Context: an optimization exercise on an open-source flow, tuned for small area, a short achievable clock period and few clock cycles. The choices shown serve that exercise and are no tape-out recipe. No functional check of the RTL was part of this run. No activity file was given, so power comes from the tool's default toggle rates.

===== config.mk =====
export PLATFORM = sky130hd
export DESIGN_NAME = booth_mul64
export DESIGN_NICKNAME = booth_mul64
export VERILOG_FILES = /design/flow/design.v
export SDC_FILE = /design/flow/constraint.sdc
export NUM_CORES = 4
export LEC_CHECK = 0
export CAP_MARGIN = 20
export CORE_MARGIN = 2
export CORE_UTILIZATION = 40
export SLEW_MARGIN = 20
export SYNTH_HIERARCHICAL = 1
export SYNTH_MINIMUM_KEEP_SIZE = 0

===== constraint.sdc =====
create_clock -name core_clock -period 10.0 [get_ports {clk}]
set_input_delay 2.0000 -clock core_clock [delete_from_list [all_inputs] [get_ports {clk}]]
set_output_delay 2.0000 -clock core_clock [all_outputs]
set_load 0.01 [all_outputs]

===== design.v =====
module booth_mul64(op_done, result, clk, reset_n, multiplier, multiplicand, op_start, op_clear);
  input clk, reset_n, op_start, op_clear;
  input [63:0] multiplier, multiplicand;
  output op_done;
  output [127:0] result;
  reg busy, fin, done;    
  reg [2:0] cnt;
  reg [63:0] M;           
  reg [64:0] acc;         
  reg [32:0] cv;          
  reg [63:0] Q;           
  assign op_done = done;
  assign result = {acc[63:0], Q};
  always @(posedge clk or negedge reset_n)
    if (!reset_n) begin
      busy <= 1'b0;
      fin <= 1'b0;
      done <= 1'b0;
    end else if (!op_start || op_clear) begin
      busy <= 1'b0;
      fin <= 1'b0;
      done <= 1'b0;
    end else if (busy) begin
      if (cnt == 3'd7) begin
        busy <= 1'b0;
        fin <= 1'b1;
      end
    end else if (fin) begin
      fin <= 1'b0;
      done <= 1'b1;
    end else if (!done) begin
      busy <= 1'b1;
    end
  always @(posedge clk)
    if (busy) cnt <= cnt + 1'b1;
    else cnt <= 3'd0;
  reg [3:0] one, two, ng, oneh, twoh, ngh;
  wire [8:0] bq = busy ? Q[15:7] : {multiplier[7:0], 1'b0};
  wire [8:0] bqh = (busy | fin) ? Q[15:7] : {multiplier[7:0], 1'b0};
  always @(posedge clk) begin
    one[0] <= bq[1] ^ bq[0];
    two[0] <= (bq[2] & ~bq[1] & ~bq[0]) | (~bq[2] & bq[1] & bq[0]);
    ng[0] <= bq[2];
    oneh[0] <= bqh[1] ^ bqh[0];
    twoh[0] <= (bqh[2] & ~bqh[1] & ~bqh[0]) | (~bqh[2] & bqh[1] & bqh[0]);
    ngh[0] <= bqh[2];
    one[1] <= bq[3] ^ bq[2];
    two[1] <= (bq[4] & ~bq[3] & ~bq[2]) | (~bq[4] & bq[3] & bq[2]);
    ng[1] <= bq[4];
    oneh[1] <= bqh[3] ^ bqh[2];
    twoh[1] <= (bqh[4] & ~bqh[3] & ~bqh[2]) | (~bqh[4] & bqh[3] & bqh[2]);
    ngh[1] <= bqh[4];
    one[2] <= bq[5] ^ bq[4];
    two[2] <= (bq[6] & ~bq[5] & ~bq[4]) | (~bq[6] & bq[5] & bq[4]);
    ng[2] <= bq[6];
    oneh[2] <= bqh[5] ^ bqh[4];
    twoh[2] <= (bqh[6] & ~bqh[5] & ~bqh[4]) | (~bqh[6] & bqh[5] & bqh[4]);
    ngh[2] <= bqh[6];
    one[3] <= bq[7] ^ bq[6];
    two[3] <= (bq[8] & ~bq[7] & ~bq[6]) | (~bq[8] & bq[7] & bq[6]);
    ng[3] <= bq[8];
    oneh[3] <= bqh[7] ^ bqh[6];
    twoh[3] <= (bqh[8] & ~bqh[7] & ~bqh[6]) | (~bqh[8] & bqh[7] & bqh[6]);
    ngh[3] <= bqh[8];
  end
  wire ngn = Q[9] & (cnt != 3'd7);
  wire [64:0] ma = {M[63], M};
  wire [65:0] ma2 = {M[63], M, 1'b0};
  wire [64:0] p0 = {(({32{oneh[0]}} & ma[64:33]) | ({32{twoh[0]}} & ma2[64:33])) ^ {32{ngh[0]}},
                    (({33{one[0]}} & ma[32:0]) | ({33{two[0]}} & ma2[32:0])) ^ {33{ng[0]}}};
  wire [64:0] p1 = {(({32{oneh[1]}} & ma[64:33]) | ({32{twoh[1]}} & ma2[64:33])) ^ {32{ngh[1]}},
                    (({33{one[1]}} & ma[32:0]) | ({33{two[1]}} & ma2[32:0])) ^ {33{ng[1]}}};
  wire [64:0] p2 = {(({32{oneh[2]}} & ma[64:33]) | ({32{twoh[2]}} & ma2[64:33])) ^ {32{ngh[2]}},
                    (({33{one[2]}} & ma[32:0]) | ({33{two[2]}} & ma2[32:0])) ^ {33{ng[2]}}};
  wire [64:0] p3 = {(({32{oneh[3]}} & ma[64:33]) | ({32{twoh[3]}} & ma2[64:33])) ^ {32{ngh[3]}},
                    (({33{one[3]}} & ma[32:0]) | ({33{two[3]}} & ma2[32:0])) ^ {33{ng[3]}}};
  wire t1, t2, t3, t4, t5, t6, t7, t8, t9, t10, t11, t12, t13, t14, t15, t16, t17, t18, t19, t20, t21, t22, t23, t24, t25, t26, t27, t28, t29, t30, t31, t32, t33, t34, t35, t36, t37, t38, t39, t40, t41, t42, t43, t44, t45, t46, t47, t48, t49, t50, t51, t52, t53, t54, t55, t56, t57, t58, t59, t60, t61, t62, t63, t64, t65, t66, t67, t68, t69, t70, t71, t72, t73, t74, t75, t76, t77, t78, t79, t80, t81, t82, t83, t84, t85, t86, t87, t88, t89, t90, t91, t92, t93, t94, t95, t96, t97, t98, t99, t100, t101, t102, t103, t104, t105, t106, t107, t108, t109, t110, t111, t112, t113, t114, t115, t116, t117, t118, t119, t120, t121, t122, t123, t124, t125, t126, t127, t128, t129, t130, t131, t132, t133, t134, t135, t136, t137, t138, t139, t140, t141, t142, t143, t144, t145, t146, t147, t148, t149, t150, t151, t152, t153, t154, t155, t156, t157, t158, t159, t160, t161, t162, t163, t164, t165, t166, t167, t168, t169, t170, t171, t172, t173, t174, t175, t176, t177, t178, t179, t180, t181, t182, t183, t184, t185, t186, t187, t188, t189, t190, t191, t192, t193, t194, t195, t196, t197, t198, t199, t200, t201, t202, t203, t204, t205, t206, t207, t208, t209, t210, t211, t212, t213, t214, t215, t216, t217, t218, t219, t220, t221, t222, t223, t224, t225, t226, t227, t228, t229, t230, t231, t232, t233, t234, t235, t236, t237, t238, t239, t240, t241, t242, t243, t244, t245, t246, t247, t248, t249, t250, t251, t252, t253, t254, t255, t256, t257, t258, t259, t260, t261, t262, t263, t264, t265, t266, t267, t268, t269, t270, t271, t272, t273, t274, t275, t276, t277, t278, t279, t280, t281, t282, t283, t284, t285, t286, t287, t288, t289, t290, t291, t292, t293, t294, t295, t296, t297, t298, t299, t300, t301, t302, t303, t304, t305, t306, t307, t308, t309, t310, t311, t312, t313, t314, t315, t316, t317, t318, t319, t320, t321, t322, t323, t324, t325, t326, t327, t328, t329, t330, t331, t332, t333, t334, t335, t336, t337, t338, t339, t340, t341, t342, t343, t344, t345, t346, t347, t348, t349, t350, t351, t352, t353, t354, t355, t356, t357, t358, t359, t360, t361, t362, t363, t364, t365, t366, t367, t368, t369, t370, t371, t372, t373, t374, t375, t376, t377, t378, t379, t380, t381, t382, t383, t384, t385, t386, t387, t388, t389, t390, t391, t392, t393, t394, t395, t396, t397, t398, t399, t400, t401, t402, t403, t404, t405, t406, t407, t408, t409, t410, t411, t412, t413, t414, t415, t416, t417, t418, t419, t420, t421, t422, t423, t424, t425, t426, t427, t428, t429, t430, t431, t432, t433, t434, t435, t436, t437, t438, t439, t440, t441, t442, t443, t444, t445, t446, t447, t448, t449, t450, t451, t452, t453, t454, t455, t456, t457, t458, t459, t460, t461, t462, t463, t464, t465, t466, t467, t468, t469, t470, t471, t472, t473, t474, t475, t476, t477, t478, t479, t480, t481, t482, t483, t484, t485, t486, t487, t488, t489, t490, t491, t492, t493, t494, t495, t496, t497, t498, t499, t500, t501, t502, t503, t504, t505, t506, t507, t508, t509, t510;
  bm_ha ut1 (.a(acc[2]), .b(p0[2]), .s(t1), .co(t2));
  bm_fa ut3 (.a(acc[4]), .b(p0[4]), .c(p1[2]), .s(t3), .co(t4));
  bm_ha ut5 (.a(acc[5]), .b(p0[5]), .s(t5), .co(t6));
  bm_fa ut7 (.a(acc[6]), .b(p0[6]), .c(p1[4]), .s(t7), .co(t8));
  bm_fa ut9 (.a(p2[2]), .b(p3[0]), .c(ng[3]), .s(t9), .co(t10));
  bm_fa ut11 (.a(acc[7]), .b(p0[7]), .c(p1[5]), .s(t11), .co(t12));
  bm_ha ut13 (.a(p2[3]), .b(p3[1]), .s(t13), .co(t14));
  bm_fa ut15 (.a(acc[8]), .b(p0[8]), .c(p1[6]), .s(t15), .co(t16));
  bm_fa ut17 (.a(p2[4]), .b(p3[2]), .c(ngn), .s(t17), .co(t18));
  bm_fa ut19 (.a(acc[9]), .b(p0[9]), .c(p1[7]), .s(t19), .co(t20));
  bm_ha ut21 (.a(p2[5]), .b(p3[3]), .s(t21), .co(t22));
  bm_fa ut23 (.a(acc[10]), .b(p0[10]), .c(p1[8]), .s(t23), .co(t24));
  bm_ha ut25 (.a(p2[6]), .b(p3[4]), .s(t25), .co(t26));
  bm_fa ut27 (.a(acc[11]), .b(p0[11]), .c(p1[9]), .s(t27), .co(t28));
  bm_ha ut29 (.a(p2[7]), .b(p3[5]), .s(t29), .co(t30));
  bm_fa ut31 (.a(acc[12]), .b(p0[12]), .c(p1[10]), .s(t31), .co(t32));
  bm_ha ut33 (.a(p2[8]), .b(p3[6]), .s(t33), .co(t34));
  bm_fa ut35 (.a(acc[13]), .b(p0[13]), .c(p1[11]), .s(t35), .co(t36));
  bm_ha ut37 (.a(p2[9]), .b(p3[7]), .s(t37), .co(t38));
  bm_fa ut39 (.a(acc[14]), .b(p0[14]), .c(p1[12]), .s(t39), .co(t40));
  bm_ha ut41 (.a(p2[10]), .b(p3[8]), .s(t41), .co(t42));
  bm_fa ut43 (.a(acc[15]), .b(p0[15]), .c(p1[13]), .s(t43), .co(t44));
  bm_ha ut45 (.a(p2[11]), .b(p3[9]), .s(t45), .co(t46));
  bm_fa ut47 (.a(acc[16]), .b(p0[16]), .c(p1[14]), .s(t47), .co(t48));
  bm_ha ut49 (.a(p2[12]), .b(p3[10]), .s(t49), .co(t50));
  bm_fa ut51 (.a(acc[17]), .b(p0[17]), .c(p1[15]), .s(t51), .co(t52));
  bm_ha ut53 (.a(p2[13]), .b(p3[11]), .s(t53), .co(t54));
  bm_fa ut55 (.a(acc[18]), .b(p0[18]), .c(p1[16]), .s(t55), .co(t56));
  bm_ha ut57 (.a(p2[14]), .b(p3[12]), .s(t57), .co(t58));
  bm_fa ut59 (.a(acc[19]), .b(p0[19]), .c(p1[17]), .s(t59), .co(t60));
  bm_ha ut61 (.a(p2[15]), .b(p3[13]), .s(t61), .co(t62));
  bm_fa ut63 (.a(acc[20]), .b(p0[20]), .c(p1[18]), .s(t63), .co(t64));
  bm_ha ut65 (.a(p2[16]), .b(p3[14]), .s(t65), .co(t66));
  bm_fa ut67 (.a(acc[21]), .b(p0[21]), .c(p1[19]), .s(t67), .co(t68));
  bm_ha ut69 (.a(p2[17]), .b(p3[15]), .s(t69), .co(t70));
  bm_fa ut71 (.a(acc[22]), .b(p0[22]), .c(p1[20]), .s(t71), .co(t72));
  bm_ha ut73 (.a(p2[18]), .b(p3[16]), .s(t73), .co(t74));
  bm_fa ut75 (.a(acc[23]), .b(p0[23]), .c(p1[21]), .s(t75), .co(t76));
  bm_ha ut77 (.a(p2[19]), .b(p3[17]), .s(t77), .co(t78));
  bm_fa ut79 (.a(acc[24]), .b(p0[24]), .c(p1[22]), .s(t79), .co(t80));
  bm_ha ut81 (.a(p2[20]), .b(p3[18]), .s(t81), .co(t82));
  bm_fa ut83 (.a(acc[25]), .b(p0[25]), .c(p1[23]), .s(t83), .co(t84));
  bm_ha ut85 (.a(p2[21]), .b(p3[19]), .s(t85), .co(t86));
  bm_fa ut87 (.a(acc[26]), .b(p0[26]), .c(p1[24]), .s(t87), .co(t88));
  bm_ha ut89 (.a(p2[22]), .b(p3[20]), .s(t89), .co(t90));
  bm_fa ut91 (.a(acc[27]), .b(p0[27]), .c(p1[25]), .s(t91), .co(t92));
  bm_ha ut93 (.a(p2[23]), .b(p3[21]), .s(t93), .co(t94));
  bm_fa ut95 (.a(acc[28]), .b(p0[28]), .c(p1[26]), .s(t95), .co(t96));
  bm_ha ut97 (.a(p2[24]), .b(p3[22]), .s(t97), .co(t98));
  bm_fa ut99 (.a(acc[29]), .b(p0[29]), .c(p1[27]), .s(t99), .co(t100));
  bm_ha ut101 (.a(p2[25]), .b(p3[23]), .s(t101), .co(t102));
  bm_fa ut103 (.a(acc[30]), .b(p0[30]), .c(p1[28]), .s(t103), .co(t104));
  bm_ha ut105 (.a(p2[26]), .b(p3[24]), .s(t105), .co(t106));
  bm_fa ut107 (.a(acc[31]), .b(p0[31]), .c(p1[29]), .s(t107), .co(t108));
  bm_ha ut109 (.a(p2[27]), .b(p3[25]), .s(t109), .co(t110));
  bm_fa ut111 (.a(acc[32]), .b(p0[32]), .c(p1[30]), .s(t111), .co(t112));
  bm_ha ut113 (.a(p2[28]), .b(p3[26]), .s(t113), .co(t114));
  bm_fa ut115 (.a(acc[33]), .b(p0[33]), .c(p1[31]), .s(t115), .co(t116));
  bm_ha ut117 (.a(p2[29]), .b(p3[27]), .s(t117), .co(t118));
  bm_fa ut119 (.a(acc[34]), .b(p0[34]), .c(p1[32]), .s(t119), .co(t120));
  bm_ha ut121 (.a(p2[30]), .b(p3[28]), .s(t121), .co(t122));
  bm_fa ut123 (.a(acc[35]), .b(p0[35]), .c(p1[33]), .s(t123), .co(t124));
  bm_ha ut125 (.a(p2[31]), .b(p3[29]), .s(t125), .co(t126));
  bm_fa ut127 (.a(acc[36]), .b(p0[36]), .c(p1[34]), .s(t127), .co(t128));
  bm_ha ut129 (.a(p2[32]), .b(p3[30]), .s(t129), .co(t130));
  bm_fa ut131 (.a(acc[37]), .b(p0[37]), .c(p1[35]), .s(t131), .co(t132));
  bm_ha ut133 (.a(p2[33]), .b(p3[31]), .s(t133), .co(t134));
  bm_fa ut135 (.a(acc[38]), .b(p0[38]), .c(p1[36]), .s(t135), .co(t136));
  bm_ha ut137 (.a(p2[34]), .b(p3[32]), .s(t137), .co(t138));
  bm_fa ut139 (.a(acc[39]), .b(p0[39]), .c(p1[37]), .s(t139), .co(t140));
  bm_ha ut141 (.a(p2[35]), .b(p3[33]), .s(t141), .co(t142));
  bm_fa ut143 (.a(acc[40]), .b(p0[40]), .c(p1[38]), .s(t143), .co(t144));
  bm_ha ut145 (.a(p2[36]), .b(p3[34]), .s(t145), .co(t146));
  bm_fa ut147 (.a(acc[41]), .b(p0[41]), .c(p1[39]), .s(t147), .co(t148));
  bm_ha ut149 (.a(p2[37]), .b(p3[35]), .s(t149), .co(t150));
  bm_fa ut151 (.a(acc[42]), .b(p0[42]), .c(p1[40]), .s(t151), .co(t152));
  bm_ha ut153 (.a(p2[38]), .b(p3[36]), .s(t153), .co(t154));
  bm_fa ut155 (.a(acc[43]), .b(p0[43]), .c(p1[41]), .s(t155), .co(t156));
  bm_ha ut157 (.a(p2[39]), .b(p3[37]), .s(t157), .co(t158));
  bm_fa ut159 (.a(acc[44]), .b(p0[44]), .c(p1[42]), .s(t159), .co(t160));
  bm_ha ut161 (.a(p2[40]), .b(p3[38]), .s(t161), .co(t162));
  bm_fa ut163 (.a(acc[45]), .b(p0[45]), .c(p1[43]), .s(t163), .co(t164));
  bm_ha ut165 (.a(p2[41]), .b(p3[39]), .s(t165), .co(t166));
  bm_fa ut167 (.a(acc[46]), .b(p0[46]), .c(p1[44]), .s(t167), .co(t168));
  bm_ha ut169 (.a(p2[42]), .b(p3[40]), .s(t169), .co(t170));
  bm_fa ut171 (.a(acc[47]), .b(p0[47]), .c(p1[45]), .s(t171), .co(t172));
  bm_ha ut173 (.a(p2[43]), .b(p3[41]), .s(t173), .co(t174));
  bm_fa ut175 (.a(acc[48]), .b(p0[48]), .c(p1[46]), .s(t175), .co(t176));
  bm_ha ut177 (.a(p2[44]), .b(p3[42]), .s(t177), .co(t178));
  bm_fa ut179 (.a(acc[49]), .b(p0[49]), .c(p1[47]), .s(t179), .co(t180));
  bm_ha ut181 (.a(p2[45]), .b(p3[43]), .s(t181), .co(t182));
  bm_fa ut183 (.a(acc[50]), .b(p0[50]), .c(p1[48]), .s(t183), .co(t184));
  bm_ha ut185 (.a(p2[46]), .b(p3[44]), .s(t185), .co(t186));
  bm_fa ut187 (.a(acc[51]), .b(p0[51]), .c(p1[49]), .s(t187), .co(t188));
  bm_ha ut189 (.a(p2[47]), .b(p3[45]), .s(t189), .co(t190));
  bm_fa ut191 (.a(acc[52]), .b(p0[52]), .c(p1[50]), .s(t191), .co(t192));
  bm_ha ut193 (.a(p2[48]), .b(p3[46]), .s(t193), .co(t194));
  bm_fa ut195 (.a(acc[53]), .b(p0[53]), .c(p1[51]), .s(t195), .co(t196));
  bm_ha ut197 (.a(p2[49]), .b(p3[47]), .s(t197), .co(t198));
  bm_fa ut199 (.a(acc[54]), .b(p0[54]), .c(p1[52]), .s(t199), .co(t200));
  bm_ha ut201 (.a(p2[50]), .b(p3[48]), .s(t201), .co(t202));
  bm_fa ut203 (.a(acc[55]), .b(p0[55]), .c(p1[53]), .s(t203), .co(t204));
  bm_ha ut205 (.a(p2[51]), .b(p3[49]), .s(t205), .co(t206));
  bm_fa ut207 (.a(acc[56]), .b(p0[56]), .c(p1[54]), .s(t207), .co(t208));
  bm_ha ut209 (.a(p2[52]), .b(p3[50]), .s(t209), .co(t210));
  bm_fa ut211 (.a(acc[57]), .b(p0[57]), .c(p1[55]), .s(t211), .co(t212));
  bm_ha ut213 (.a(p2[53]), .b(p3[51]), .s(t213), .co(t214));
  bm_fa ut215 (.a(acc[58]), .b(p0[58]), .c(p1[56]), .s(t215), .co(t216));
  bm_ha ut217 (.a(p2[54]), .b(p3[52]), .s(t217), .co(t218));
  bm_fa ut219 (.a(acc[59]), .b(p0[59]), .c(p1[57]), .s(t219), .co(t220));
  bm_ha ut221 (.a(p2[55]), .b(p3[53]), .s(t221), .co(t222));
  bm_fa ut223 (.a(acc[60]), .b(p0[60]), .c(p1[58]), .s(t223), .co(t224));
  bm_ha ut225 (.a(p2[56]), .b(p3[54]), .s(t225), .co(t226));
  bm_fa ut227 (.a(acc[61]), .b(p0[61]), .c(p1[59]), .s(t227), .co(t228));
  bm_ha ut229 (.a(p2[57]), .b(p3[55]), .s(t229), .co(t230));
  bm_fa ut231 (.a(acc[62]), .b(p0[62]), .c(p1[60]), .s(t231), .co(t232));
  bm_ha ut233 (.a(p2[58]), .b(p3[56]), .s(t233), .co(t234));
  bm_fa ut235 (.a(acc[63]), .b(p0[63]), .c(p1[61]), .s(t235), .co(t236));
  bm_ha ut237 (.a(p2[59]), .b(p3[57]), .s(t237), .co(t238));
  bm_fa ut239 (.a(~acc[64]), .b(~p0[64]), .c(p1[62]), .s(t239), .co(t240));
  bm_ha ut241 (.a(p2[60]), .b(p3[58]), .s(t241), .co(t242));
  bm_fa ut243 (.a(1'b1), .b(p1[63]), .c(p2[61]), .s(t243), .co(t244));
  bm_fa ut245 (.a(p1[0]), .b(ng[1]), .c(cv[1]), .s(t245), .co(t246));
  bm_fa ut247 (.a(acc[3]), .b(p0[3]), .c(p1[1]), .s(t247), .co(t248));
  bm_fa ut249 (.a(p2[0]), .b(ng[2]), .c(cv[2]), .s(t249), .co(t250));
  bm_fa ut251 (.a(p1[3]), .b(p2[1]), .c(t5), .s(t251), .co(t252));
  bm_fa ut253 (.a(cv[3]), .b(t7), .c(t9), .s(t253), .co(t254));
  bm_fa ut255 (.a(t11), .b(t13), .c(t8), .s(t255), .co(t256));
  bm_fa ut257 (.a(t15), .b(t17), .c(t12), .s(t257), .co(t258));
  bm_fa ut259 (.a(t19), .b(t21), .c(t16), .s(t259), .co(t260));
  bm_fa ut261 (.a(t23), .b(t25), .c(t20), .s(t261), .co(t262));
  bm_fa ut263 (.a(t27), .b(t29), .c(t24), .s(t263), .co(t264));
  bm_fa ut265 (.a(t31), .b(t33), .c(t28), .s(t265), .co(t266));
  bm_fa ut267 (.a(t35), .b(t37), .c(t32), .s(t267), .co(t268));
  bm_fa ut269 (.a(t39), .b(t41), .c(t36), .s(t269), .co(t270));
  bm_fa ut271 (.a(t43), .b(t45), .c(t40), .s(t271), .co(t272));
  bm_fa ut273 (.a(t47), .b(t49), .c(t44), .s(t273), .co(t274));
  bm_fa ut275 (.a(t51), .b(t53), .c(t48), .s(t275), .co(t276));
  bm_fa ut277 (.a(t55), .b(t57), .c(t52), .s(t277), .co(t278));
  bm_fa ut279 (.a(t59), .b(t61), .c(t56), .s(t279), .co(t280));
  bm_fa ut281 (.a(t63), .b(t65), .c(t60), .s(t281), .co(t282));
  bm_fa ut283 (.a(t67), .b(t69), .c(t64), .s(t283), .co(t284));
  bm_fa ut285 (.a(t71), .b(t73), .c(t68), .s(t285), .co(t286));
  bm_fa ut287 (.a(t75), .b(t77), .c(t72), .s(t287), .co(t288));
  bm_fa ut289 (.a(t79), .b(t81), .c(t76), .s(t289), .co(t290));
  bm_fa ut291 (.a(t83), .b(t85), .c(t80), .s(t291), .co(t292));
  bm_fa ut293 (.a(t87), .b(t89), .c(t84), .s(t293), .co(t294));
  bm_fa ut295 (.a(t91), .b(t93), .c(t88), .s(t295), .co(t296));
  bm_fa ut297 (.a(t95), .b(t97), .c(t92), .s(t297), .co(t298));
  bm_fa ut299 (.a(t99), .b(t101), .c(t96), .s(t299), .co(t300));
  bm_fa ut301 (.a(t103), .b(t105), .c(t100), .s(t301), .co(t302));
  bm_fa ut303 (.a(t107), .b(t109), .c(t104), .s(t303), .co(t304));
  bm_fa ut305 (.a(t111), .b(t113), .c(t108), .s(t305), .co(t306));
  bm_fa ut307 (.a(t115), .b(t117), .c(t112), .s(t307), .co(t308));
  bm_fa ut309 (.a(t119), .b(t121), .c(t116), .s(t309), .co(t310));
  bm_fa ut311 (.a(t123), .b(t125), .c(t120), .s(t311), .co(t312));
  bm_fa ut313 (.a(t127), .b(t129), .c(t124), .s(t313), .co(t314));
  bm_fa ut315 (.a(t131), .b(t133), .c(t128), .s(t315), .co(t316));
  bm_fa ut317 (.a(t135), .b(t137), .c(t132), .s(t317), .co(t318));
  bm_fa ut319 (.a(t139), .b(t141), .c(t136), .s(t319), .co(t320));
  bm_fa ut321 (.a(t143), .b(t145), .c(t140), .s(t321), .co(t322));
  bm_fa ut323 (.a(t147), .b(t149), .c(t144), .s(t323), .co(t324));
  bm_fa ut325 (.a(t151), .b(t153), .c(t148), .s(t325), .co(t326));
  bm_fa ut327 (.a(t155), .b(t157), .c(t152), .s(t327), .co(t328));
  bm_fa ut329 (.a(t159), .b(t161), .c(t156), .s(t329), .co(t330));
  bm_fa ut331 (.a(t163), .b(t165), .c(t160), .s(t331), .co(t332));
  bm_fa ut333 (.a(t167), .b(t169), .c(t164), .s(t333), .co(t334));
  bm_fa ut335 (.a(t171), .b(t173), .c(t168), .s(t335), .co(t336));
  bm_fa ut337 (.a(t175), .b(t177), .c(t172), .s(t337), .co(t338));
  bm_fa ut339 (.a(t179), .b(t181), .c(t176), .s(t339), .co(t340));
  bm_fa ut341 (.a(t183), .b(t185), .c(t180), .s(t341), .co(t342));
  bm_fa ut343 (.a(t187), .b(t189), .c(t184), .s(t343), .co(t344));
  bm_fa ut345 (.a(t191), .b(t193), .c(t188), .s(t345), .co(t346));
  bm_fa ut347 (.a(t195), .b(t197), .c(t192), .s(t347), .co(t348));
  bm_fa ut349 (.a(t199), .b(t201), .c(t196), .s(t349), .co(t350));
  bm_fa ut351 (.a(t203), .b(t205), .c(t200), .s(t351), .co(t352));
  bm_fa ut353 (.a(t207), .b(t209), .c(t204), .s(t353), .co(t354));
  bm_fa ut355 (.a(t211), .b(t213), .c(t208), .s(t355), .co(t356));
  bm_fa ut357 (.a(t215), .b(t217), .c(t212), .s(t357), .co(t358));
  bm_fa ut359 (.a(t219), .b(t221), .c(t216), .s(t359), .co(t360));
  bm_fa ut361 (.a(t223), .b(t225), .c(t220), .s(t361), .co(t362));
  bm_fa ut363 (.a(t227), .b(t229), .c(t224), .s(t363), .co(t364));
  bm_fa ut365 (.a(t231), .b(t233), .c(t228), .s(t365), .co(t366));
  bm_fa ut367 (.a(t235), .b(t237), .c(t232), .s(t367), .co(t368));
  bm_fa ut369 (.a(t239), .b(t241), .c(t236), .s(t369), .co(t370));
  bm_fa ut371 (.a(p3[59]), .b(t243), .c(t240), .s(t371), .co(t372));
  bm_fa ut373 (.a(~p1[64]), .b(p2[62]), .c(p3[60]), .s(t373), .co(t374));
  bm_fa ut375 (.a(1'b1), .b(p2[63]), .c(p3[61]), .s(t375), .co(t376));
  bm_ha ut377 (.a(t2), .b(t247), .s(t377), .co(t378));
  bm_fa ut379 (.a(t3), .b(t249), .c(t248), .s(t379), .co(t380));
  bm_fa ut381 (.a(t4), .b(t251), .c(t250), .s(t381), .co(t382));
  bm_fa ut383 (.a(t6), .b(t253), .c(t252), .s(t383), .co(t384));
  bm_fa ut385 (.a(t10), .b(t255), .c(t254), .s(t385), .co(t386));
  bm_fa ut387 (.a(t14), .b(t257), .c(t256), .s(t387), .co(t388));
  bm_fa ut389 (.a(t18), .b(t259), .c(t258), .s(t389), .co(t390));
  bm_fa ut391 (.a(t22), .b(t261), .c(t260), .s(t391), .co(t392));
  bm_fa ut393 (.a(t26), .b(t263), .c(t262), .s(t393), .co(t394));
  bm_fa ut395 (.a(t30), .b(t265), .c(t264), .s(t395), .co(t396));
  bm_fa ut397 (.a(t34), .b(t267), .c(t266), .s(t397), .co(t398));
  bm_fa ut399 (.a(t38), .b(t269), .c(t268), .s(t399), .co(t400));
  bm_fa ut401 (.a(t42), .b(t271), .c(t270), .s(t401), .co(t402));
  bm_fa ut403 (.a(t46), .b(t273), .c(t272), .s(t403), .co(t404));
  bm_fa ut405 (.a(t50), .b(t275), .c(t274), .s(t405), .co(t406));
  bm_fa ut407 (.a(t54), .b(t277), .c(t276), .s(t407), .co(t408));
  bm_fa ut409 (.a(t58), .b(t279), .c(t278), .s(t409), .co(t410));
  bm_fa ut411 (.a(t62), .b(t281), .c(t280), .s(t411), .co(t412));
  bm_fa ut413 (.a(t66), .b(t283), .c(t282), .s(t413), .co(t414));
  bm_fa ut415 (.a(t70), .b(t285), .c(t284), .s(t415), .co(t416));
  bm_fa ut417 (.a(t74), .b(t287), .c(t286), .s(t417), .co(t418));
  bm_fa ut419 (.a(t78), .b(t289), .c(t288), .s(t419), .co(t420));
  bm_fa ut421 (.a(t82), .b(t291), .c(t290), .s(t421), .co(t422));
  bm_fa ut423 (.a(t86), .b(t293), .c(t292), .s(t423), .co(t424));
  bm_fa ut425 (.a(t90), .b(t295), .c(t294), .s(t425), .co(t426));
  bm_fa ut427 (.a(t94), .b(t297), .c(t296), .s(t427), .co(t428));
  bm_fa ut429 (.a(t98), .b(t299), .c(t298), .s(t429), .co(t430));
  bm_fa ut431 (.a(t102), .b(t301), .c(t300), .s(t431), .co(t432));
  bm_fa ut433 (.a(t106), .b(t303), .c(t302), .s(t433), .co(t434));
  bm_fa ut435 (.a(t110), .b(t305), .c(t304), .s(t435), .co(t436));
  bm_fa ut437 (.a(t114), .b(t307), .c(t306), .s(t437), .co(t438));
  bm_fa ut439 (.a(t118), .b(t309), .c(t308), .s(t439), .co(t440));
  bm_fa ut441 (.a(t122), .b(t311), .c(t310), .s(t441), .co(t442));
  bm_fa ut443 (.a(t126), .b(t313), .c(t312), .s(t443), .co(t444));
  bm_fa ut445 (.a(t130), .b(t315), .c(t314), .s(t445), .co(t446));
  bm_fa ut447 (.a(t134), .b(t317), .c(t316), .s(t447), .co(t448));
  bm_fa ut449 (.a(t138), .b(t319), .c(t318), .s(t449), .co(t450));
  bm_fa ut451 (.a(t142), .b(t321), .c(t320), .s(t451), .co(t452));
  bm_fa ut453 (.a(t146), .b(t323), .c(t322), .s(t453), .co(t454));
  bm_fa ut455 (.a(t150), .b(t325), .c(t324), .s(t455), .co(t456));
  bm_fa ut457 (.a(t154), .b(t327), .c(t326), .s(t457), .co(t458));
  bm_fa ut459 (.a(t158), .b(t329), .c(t328), .s(t459), .co(t460));
  bm_fa ut461 (.a(t162), .b(t331), .c(t330), .s(t461), .co(t462));
  bm_fa ut463 (.a(t166), .b(t333), .c(t332), .s(t463), .co(t464));
  bm_fa ut465 (.a(t170), .b(t335), .c(t334), .s(t465), .co(t466));
  bm_fa ut467 (.a(t174), .b(t337), .c(t336), .s(t467), .co(t468));
  bm_fa ut469 (.a(t178), .b(t339), .c(t338), .s(t469), .co(t470));
  bm_fa ut471 (.a(t182), .b(t341), .c(t340), .s(t471), .co(t472));
  bm_fa ut473 (.a(t186), .b(t343), .c(t342), .s(t473), .co(t474));
  bm_fa ut475 (.a(t190), .b(t345), .c(t344), .s(t475), .co(t476));
  bm_fa ut477 (.a(t194), .b(t347), .c(t346), .s(t477), .co(t478));
  bm_fa ut479 (.a(t198), .b(t349), .c(t348), .s(t479), .co(t480));
  bm_fa ut481 (.a(t202), .b(t351), .c(t350), .s(t481), .co(t482));
  bm_fa ut483 (.a(t206), .b(t353), .c(t352), .s(t483), .co(t484));
  bm_fa ut485 (.a(t210), .b(t355), .c(t354), .s(t485), .co(t486));
  bm_fa ut487 (.a(t214), .b(t357), .c(t356), .s(t487), .co(t488));
  bm_fa ut489 (.a(t218), .b(t359), .c(t358), .s(t489), .co(t490));
  bm_fa ut491 (.a(t222), .b(t361), .c(t360), .s(t491), .co(t492));
  bm_fa ut493 (.a(t226), .b(t363), .c(t362), .s(t493), .co(t494));
  bm_fa ut495 (.a(t230), .b(t365), .c(t364), .s(t495), .co(t496));
  bm_fa ut497 (.a(t234), .b(t367), .c(t366), .s(t497), .co(t498));
  bm_fa ut499 (.a(t238), .b(t369), .c(t368), .s(t499), .co(t500));
  bm_fa ut501 (.a(t242), .b(t371), .c(t370), .s(t501), .co(t502));
  bm_fa ut503 (.a(t244), .b(t373), .c(t372), .s(t503), .co(t504));
  bm_ha ut505 (.a(t375), .b(t374), .s(t505), .co(t506));
  bm_fa ut507 (.a(~p2[64]), .b(p3[62]), .c(t376), .s(t507), .co(t508));
  bm_ha ut509 (.a(1'b1), .b(p3[63]), .s(t509), .co(t510));
  wire [72:0] r0 = {1'b1, 1'b1, ~p3[64], t509, t507, t505, t503, t501, t499, t497, t495, t493, t491, t489, t487, t485, t483, t481, t479, t477, t475, t473, t471, t469, t467, t465, t463, t461, t459, t457, t455, t453, t451, t449, t447, t445, t443, t441, t439, t437, t435, t433, t431, t429, t427, t425, t423, t421, t419, t417, t415, t413, t411, t409, t407, t405, t403, t401, t399, t397, t395, t393, t391, t389, t387, t385, t383, t381, t379, t246, t1, acc[1], acc[0]};
  wire [72:0] r1 = {1'b0, 1'b0, t510, t508, t506, t504, t502, t500, t498, t496, t494, t492, t490, t488, t486, t484, t482, t480, t478, t476, t474, t472, t470, t468, t466, t464, t462, t460, t458, t456, t454, t452, t450, t448, t446, t444, t442, t440, t438, t436, t434, t432, t430, t428, t426, t424, t422, t420, t418, t416, t414, t412, t410, t408, t406, t404, t402, t400, t398, t396, t394, t392, t390, t388, t386, t384, t382, t380, t378, t377, t245, p0[1], p0[0]};
  wire [72:0] x;
  wire [33:0] co;
  assign {co[0], x[7:0]} = r0[7:0] + r1[7:0] + cv[0];
  assign {co[1], x[9:8]} = r0[9:8] + r1[9:8] + cv[4];
  assign {co[2], x[11:10]} = r0[11:10] + r1[11:10] + cv[5];
  assign {co[3], x[13:12]} = r0[13:12] + r1[13:12] + cv[6];
  assign {co[4], x[15:14]} = r0[15:14] + r1[15:14] + cv[7];
  assign {co[5], x[17:16]} = r0[17:16] + r1[17:16] + cv[8];
  assign {co[6], x[19:18]} = r0[19:18] + r1[19:18] + cv[9];
  assign {co[7], x[21:20]} = r0[21:20] + r1[21:20] + cv[10];
  assign {co[8], x[23:22]} = r0[23:22] + r1[23:22] + cv[11];
  assign {co[9], x[25:24]} = r0[25:24] + r1[25:24] + cv[12];
  assign {co[10], x[27:26]} = r0[27:26] + r1[27:26] + cv[13];
  assign {co[11], x[29:28]} = r0[29:28] + r1[29:28] + cv[14];
  assign {co[12], x[31:30]} = r0[31:30] + r1[31:30] + cv[15];
  assign {co[13], x[33:32]} = r0[33:32] + r1[33:32] + cv[16];
  assign {co[14], x[35:34]} = r0[35:34] + r1[35:34] + cv[17];
  assign {co[15], x[37:36]} = r0[37:36] + r1[37:36] + cv[18];
  assign {co[16], x[39:38]} = r0[39:38] + r1[39:38] + cv[19];
  assign {co[17], x[41:40]} = r0[41:40] + r1[41:40] + cv[20];
  assign {co[18], x[43:42]} = r0[43:42] + r1[43:42] + cv[21];
  assign {co[19], x[45:44]} = r0[45:44] + r1[45:44] + cv[22];
  assign {co[20], x[47:46]} = r0[47:46] + r1[47:46] + cv[23];
  assign {co[21], x[49:48]} = r0[49:48] + r1[49:48] + cv[24];
  assign {co[22], x[51:50]} = r0[51:50] + r1[51:50] + cv[25];
  assign {co[23], x[53:52]} = r0[53:52] + r1[53:52] + cv[26];
  assign {co[24], x[55:54]} = r0[55:54] + r1[55:54] + cv[27];
  assign {co[25], x[57:56]} = r0[57:56] + r1[57:56] + cv[28];
  assign {co[26], x[59:58]} = r0[59:58] + r1[59:58] + cv[29];
  assign {co[27], x[61:60]} = r0[61:60] + r1[61:60] + cv[30];
  assign {co[28], x[63:62]} = r0[63:62] + r1[63:62] + cv[31];
  assign {co[29], x[65:64]} = r0[65:64] + r1[65:64] + cv[32];
  assign {co[30], x[67:66]} = r0[67:66] + r1[67:66] + 1'b0;
  assign {co[31], x[69:68]} = r0[69:68] + r1[69:68] + 1'b0;
  assign {co[32], x[71:70]} = r0[71:70] + r1[71:70] + 1'b0;
  assign {co[33], x[72:72]} = r0[72:72] + r1[72:72] + 1'b0;
  wire [64:0] cvec = {cv[32], 1'b0, cv[31], 1'b0, cv[30], 1'b0, cv[29], 1'b0, cv[28], 1'b0, cv[27], 1'b0, cv[26], 1'b0, cv[25], 1'b0, cv[24], 1'b0, cv[23], 1'b0, cv[22], 1'b0, cv[21], 1'b0, cv[20], 1'b0, cv[19], 1'b0, cv[18], 1'b0, cv[17], 1'b0, cv[16], 1'b0, cv[15], 1'b0, cv[14], 1'b0, cv[13], 1'b0, cv[12], 1'b0, cv[11], 1'b0, cv[10], 1'b0, cv[9], 1'b0, cv[8], 1'b0, cv[7], 1'b0, cv[6], 1'b0, cv[5], 1'b0, cv[4], 1'b0, cv[3], 1'b0, cv[2], 1'b0, cv[1], 1'b0, cv[0]};
  always @(posedge clk)
    cv <= busy ? co[32:0] : 33'd0;
  always @(posedge clk) begin
    M <= multiplicand;
    if (busy) begin
      acc <= x[72:8];
      Q <= {x[7:0], Q[63:8]};
    end else if (fin) begin
      acc <= acc + cvec;
    end else if (!done) begin
      acc <= {64'd0, multiplier[1]};
      Q <= multiplier;
    end
  end
endmodule
module bm_fa(a, b, c, s, co);
  input a, b, c;
  output s, co;
  assign s = a ^ b ^ c;
  assign co = (a & b) | (c & (a ^ b));
endmodule
module bm_ha(a, b, s, co);
  input a, b;
  output s, co;
  assign s = a ^ b;
  assign co = a & b;
endmodule

===== flow/run.sh =====
#!/bin/bash
# Standard ORFS layout (the standard.sh) with two changes:
#  - ports are buffered with buf_1 instead of the flow's default choice;
#  - repair_timing aims for a setup slack margin of 6.6 ns.
set -euo pipefail
export BUFFER_PORTS_ARGS="-buffer_cell sky130_fd_sc_hd__buf_1"
export SETUP_SLACK_MARGIN=6.6
bash standard.sh > standard_make.log 2>&1

===== standard.sh =====
#!/bin/bash
# synth_recipe.tcl (not shown) runs the flow's synth.tcl, then flattens the netlist and writes it again
# the make line also repeats each setting of config.mk as NAME=value (left out here)
make -C /OpenROAD-flow-scripts/flow DESIGN_CONFIG=/design/flow/config.mk WORK_HOME=/design/flow/orfs CLKGATE_MAP_FILE= SYNTH_SCRIPT=/design/flow/synth_recipe.tcl "${@:-finish}"

==> impl_metrics.csv <==
group,metric,value,unit
sta,rsz0062_at_grt,"yes",
pwr,p_sw_frac,0.446,
outcome,status,"finished clean",
setup_path,cp.depth,9,
pwr,p_comb_frac,0.665,
pwr,p_int,4720,µW
synth,synth_ff_type,"edfxtp_1",
grt,grt_max_degree,73,
sta,worst_slack,6.17,ns
setup_path,critPathCaptureType,"flop",
finish,syn_to_final_growth,20.4,%
cts,clk_pin_slew_worst_paths,0.06,ns
sta,max_freq,261,MHz
setup_path,slowest_delay,0.61,ns
finish,drive_gt1_frac,0.232,
grt,grt_pass1_vias,18600,
cts,cts_htree_levels,2,
finish,fillerInstances,5167,
sta,fin_skew,0.0322,ns
pwr,leakagePower,0.0102,µW
floorplanning,initial_utilization,0.402,
setup_path,cp.arrival,4.10,ns
cts,cts.sinks,256,
detailed_routing,routedWlPerCell,24.5,µm
cts,clockBufferDepth,3,
pwr,worst_ir_drop_vdd,0.152,mV
cts,clk_latency,0.57,ns
pwr,switchingPower,3800,µW
synth,ys_ff_latch,256,
synth,ys_types,70,
setup_path,slowest_stage,"dfxtp_1",
setup_path,r2r_cells,9,
worst_hold_path,whs_path_depth,1,
detailed_routing,drc,0,
grt,grt_pass1_wl,114000,µm
detailed_routing,drt_wl_total,76900,µm
synth,ys_warn_count,7,
floorplanning,pin_count,261,
setup_path,path_max_fanout,8,
floorplanning,rows,88,
finish,layout.nets,2842,
cts,postCtsHoldBufs,0,
finish,fin_util,0.484,
placement,dpl-instance-area,24500,µm²
placement,dp_hpwl,49900,µm
sta,min_period,3.83,ns
setup_path,required,10.27,ns
grt,grt_overflow_total,0,
setup_path,criticalPathCategory,"flop to flop",
cts,cts_tree,"done",
detailed_routing,vias,18100,
finish,antenna-diode-count,0,
grt,antenna_found_initial,0,
detailed_routing,ant_nets,0,
synth,synthesis.area,23100,µm²
setup_path,cp_top_family,"adder cells",
cts,cts_made_buffers,34,
pwr,seqPwrFrac,0.188,
pwr,clockPowerShare,0.148,
sta,fin_crit_sh,0.383,
finish,final_cell_mix,"263 x xnor2_1, 260 x buf_1, 177 x inv_1, 177 x fa_1, 156 x a22oi_1",
setup_path,critPathBufInv,1,
worst_hold_path,hold_class,"flop to flop",
floorplanning,fp.dieH,244,µm
sta,setup_tns,0,ns
pwr,p_per_area,307,nW/µm²
sta,hold_viol,0,
synth,synth_cells,2181,
floorplanning,die_w,244,µm
setup_path,start_kind,"flop",
finish,fin_area,27800,µm²
setup_path,path_cells,"a22oi_2, xnor2_1, fa_1, fa_1, fa_1, inv_1, fa_1, fa_1, o22ai_1",
cts,ctsRootBufferMaster,"clkbuf_16",
floorplanning,core,57400,µm²
synth,syn_avg_cell_area,10.6,µm²
finish,final_common_cell,"xnor2_1",
grt,grt_usage,0.251,
setup_path,path_common_cell,"fa_1",
synth,synthArstFlopShare,0.0117,
placement,place_congestion,0.924,
detailed_routing,drtIter0Drc,1536,
synth,ys_seq_area_frac,0.278,
detailed_routing,dr.pass1.iters,5,
sta,slew_viol_final,0,
floorplanning,die-area,59600,µm²
sta,setup_viol,0,
placement,pre_cts_ws,5.73,ns
placement,port_buffers,260,
sta,slew_headroom,0.284,
flow_run,drv_cap,0,
sta,worstMarginPinSlew,1.07,ns
synth,synth_edf_count,128,
detailed_routing,viasPerCell,5.77,
Yosys stat by module, one instance, submodules excluded:
module,cells,flops+latches
bm_fa,1,0
bm_ha,1,0
booth_mul64,1926,256
kinds of logic (layout without fill, tap and decap cells):
family / count (synthesis) / count (layout) / share of synthesized area
compound gates: 481 / 481 / 0.147
buf+inv: 427 / 618 / 0.0834
fa+ha+maj: 362 / 362 / 0.279
xor+xnor: 323 / 323 / 0.123
simple gates: 257 / 257 / 0.0533
flops: 256 / 256 / 0.278
mux: 74 / 74 / 0.0353
other cells: 1 / 3 / 0.000163
worst reg2reg max path, stage by stage, from the launching register on:
cell     delay (ns)
dfxtp_1        0.61
a22oi_2        0.10
xnor2_1        0.18
fa_1           0.57
fa_1           0.54
fa_1           0.53
inv_1          0.05
fa_1           0.38
fa_1           0.52
o22ai_1        0.09
per-stage QoR:
step	std cells	power (µW)	hold slack, ns
finish	3139	8520	0.430
global route	3139	9300	0.485
CTS	3110	8340	0.429
detailed placement	2984	6820	0.421
global placement	2984	6670	0.408
floorplan	2183	5390	0.399
per-layer routing:
metal  GRT usage  up-vias  share of wire
met5           0        -              0
met4      0.0906        0          0.034
met3      0.0436      155          0.072
met2       0.417      878           0.49
met1       0.328     9249           0.41
li1            -     7824              -
power by group through the flow:
stage	registers [µW]	logic, µW	clock network, µW
floorplan	1500	3890	0
global placement	1680	5000	0
detailed placement	1680	5140	0
CTS	1600	5460	1290
global route	1610	6360	1330
finish	1600	5660	1260
area by class of cell:
type                            instances  area (µm²)  share of cell area
Tap cell                              765         957              0.0345
Timing Repair Buffer                  375        2470              0.0888
Clock inverter                         18         220             0.00793
Inverter                              181         681              0.0245
Clock buffer                           44         908              0.0327
Sequential cell                       256        6520               0.235
Multi-Input combinational cell       1500       16000               0.577
sequential cells by signal, indices dropped and copies added, names as in the netlist:
name	count
oneh	4
Q	64
one	4
fin	1
ng	4
twoh	4
done	1
busy	1
acc	65
two	4
cnt	3
M	64
cv	33
ngh	4
synth_stat cells (3+ instances only):
cell type / n / area, µm²
nor3_1: 17 / 85.1
a22oi_1: 252 / 1890
nor2_1: 75 / 282
xor2_1: 28 / 245
edfxtp_1: 128 / 3840
o2111ai_1: 8 / 70.1
o31ai_1: 9 / 67.6
a21boi_0: 4 / 30.0
clkbuf_2: 56 / 280
and3_1: 3 / 18.8
inv_1: 179 / 672
a31o_2: 5 / 43.8
dfxtp_1: 125 / 2500
o21a_1: 7 / 52.6
nand4_1: 17 / 106
nand2_1: 72 / 270
nor2b_1: 11 / 68.8
a31oi_1: 26 / 163
o211ai_1: 4 / 30.0
a21oi_1: 43 / 215
a211oi_1: 6 / 45.0
or3_1: 5 / 31.3
xnor2_1: 295 / 2580
nor3b_1: 5 / 37.5
mux2i_1: 16 / 160
buf_4: 66 / 495
o22ai_1: 47 / 294
clkbuf_1: 103 / 387
ha_1: 107 / 1340
nand3_1: 20 / 100
fa_1: 255 / 5100
mux2_2: 58 / 653
nand2b_1: 6 / 37.5
o21ai_0: 29 / 145
buf_1: 20 / 75.1
nor4_1: 3 / 18.8
o21bai_1: 11 / 82.6
o32ai_1: 5 / 43.8
dfrtp_1: 3 / 75.1
a21o_1: 6 / 45.0
and2_1: 13 / 81.3
what timing repair did:
item / 4_1_cts / 5_1_grt
setup endpoints to repair: 113 / 103
buffers inserted: 58 / 26
gates resized for setup: 123 / 121
pin swaps: 68 / 77
gates cloned: 6 / 3
path summary, 6_finish.rpt:
kind / end / slack, ns / start
min in group asynchronous: busy / 1.33 / reset_n
max in group asynchronous: busy / 8.34 / reset_n
min reg2reg: cnt[0] / 0.43 / cnt[0]
max: acc[15] / 6.17 / M[21]
max reg2reg: acc[15] / 6.17 / M[21]
min: cnt[0] / 0.43 / cnt[0]

==> port drivers added, routing unchanged <==
In the flow no input, the clock included, has a driving cell. The finished layout below was timed again as built, in two steps. Step 1 (the two cells are an assumption about what drives the block):
set clk [get_ports {clk}]
set_driving_cell -lib_cell sky130_fd_sc_hd__clkbuf_16 $clk
set_driving_cell -lib_cell sky130_fd_sc_hd__buf_2 [delete_from_list [all_inputs] $clk]
Step 2 times the ports against the registers' clock, not the clock port: input delays grow and output delays shrink by t, the midpoint of the rising clock arrivals with the driver on. a / b / c = no drivers / after step 1 / after step 2; a / b = the first two.
shift t [ns]: 0.623
slack for setup (ns): 6.173 / 6.173 / 6.173
latest minus earliest clock arrival (ns): 0.038 / 0.037
After both steps this run still meets setup and hold. The setup slack of this run moves by 0.000 ns with the drivers and by 0.000 ns with both steps.
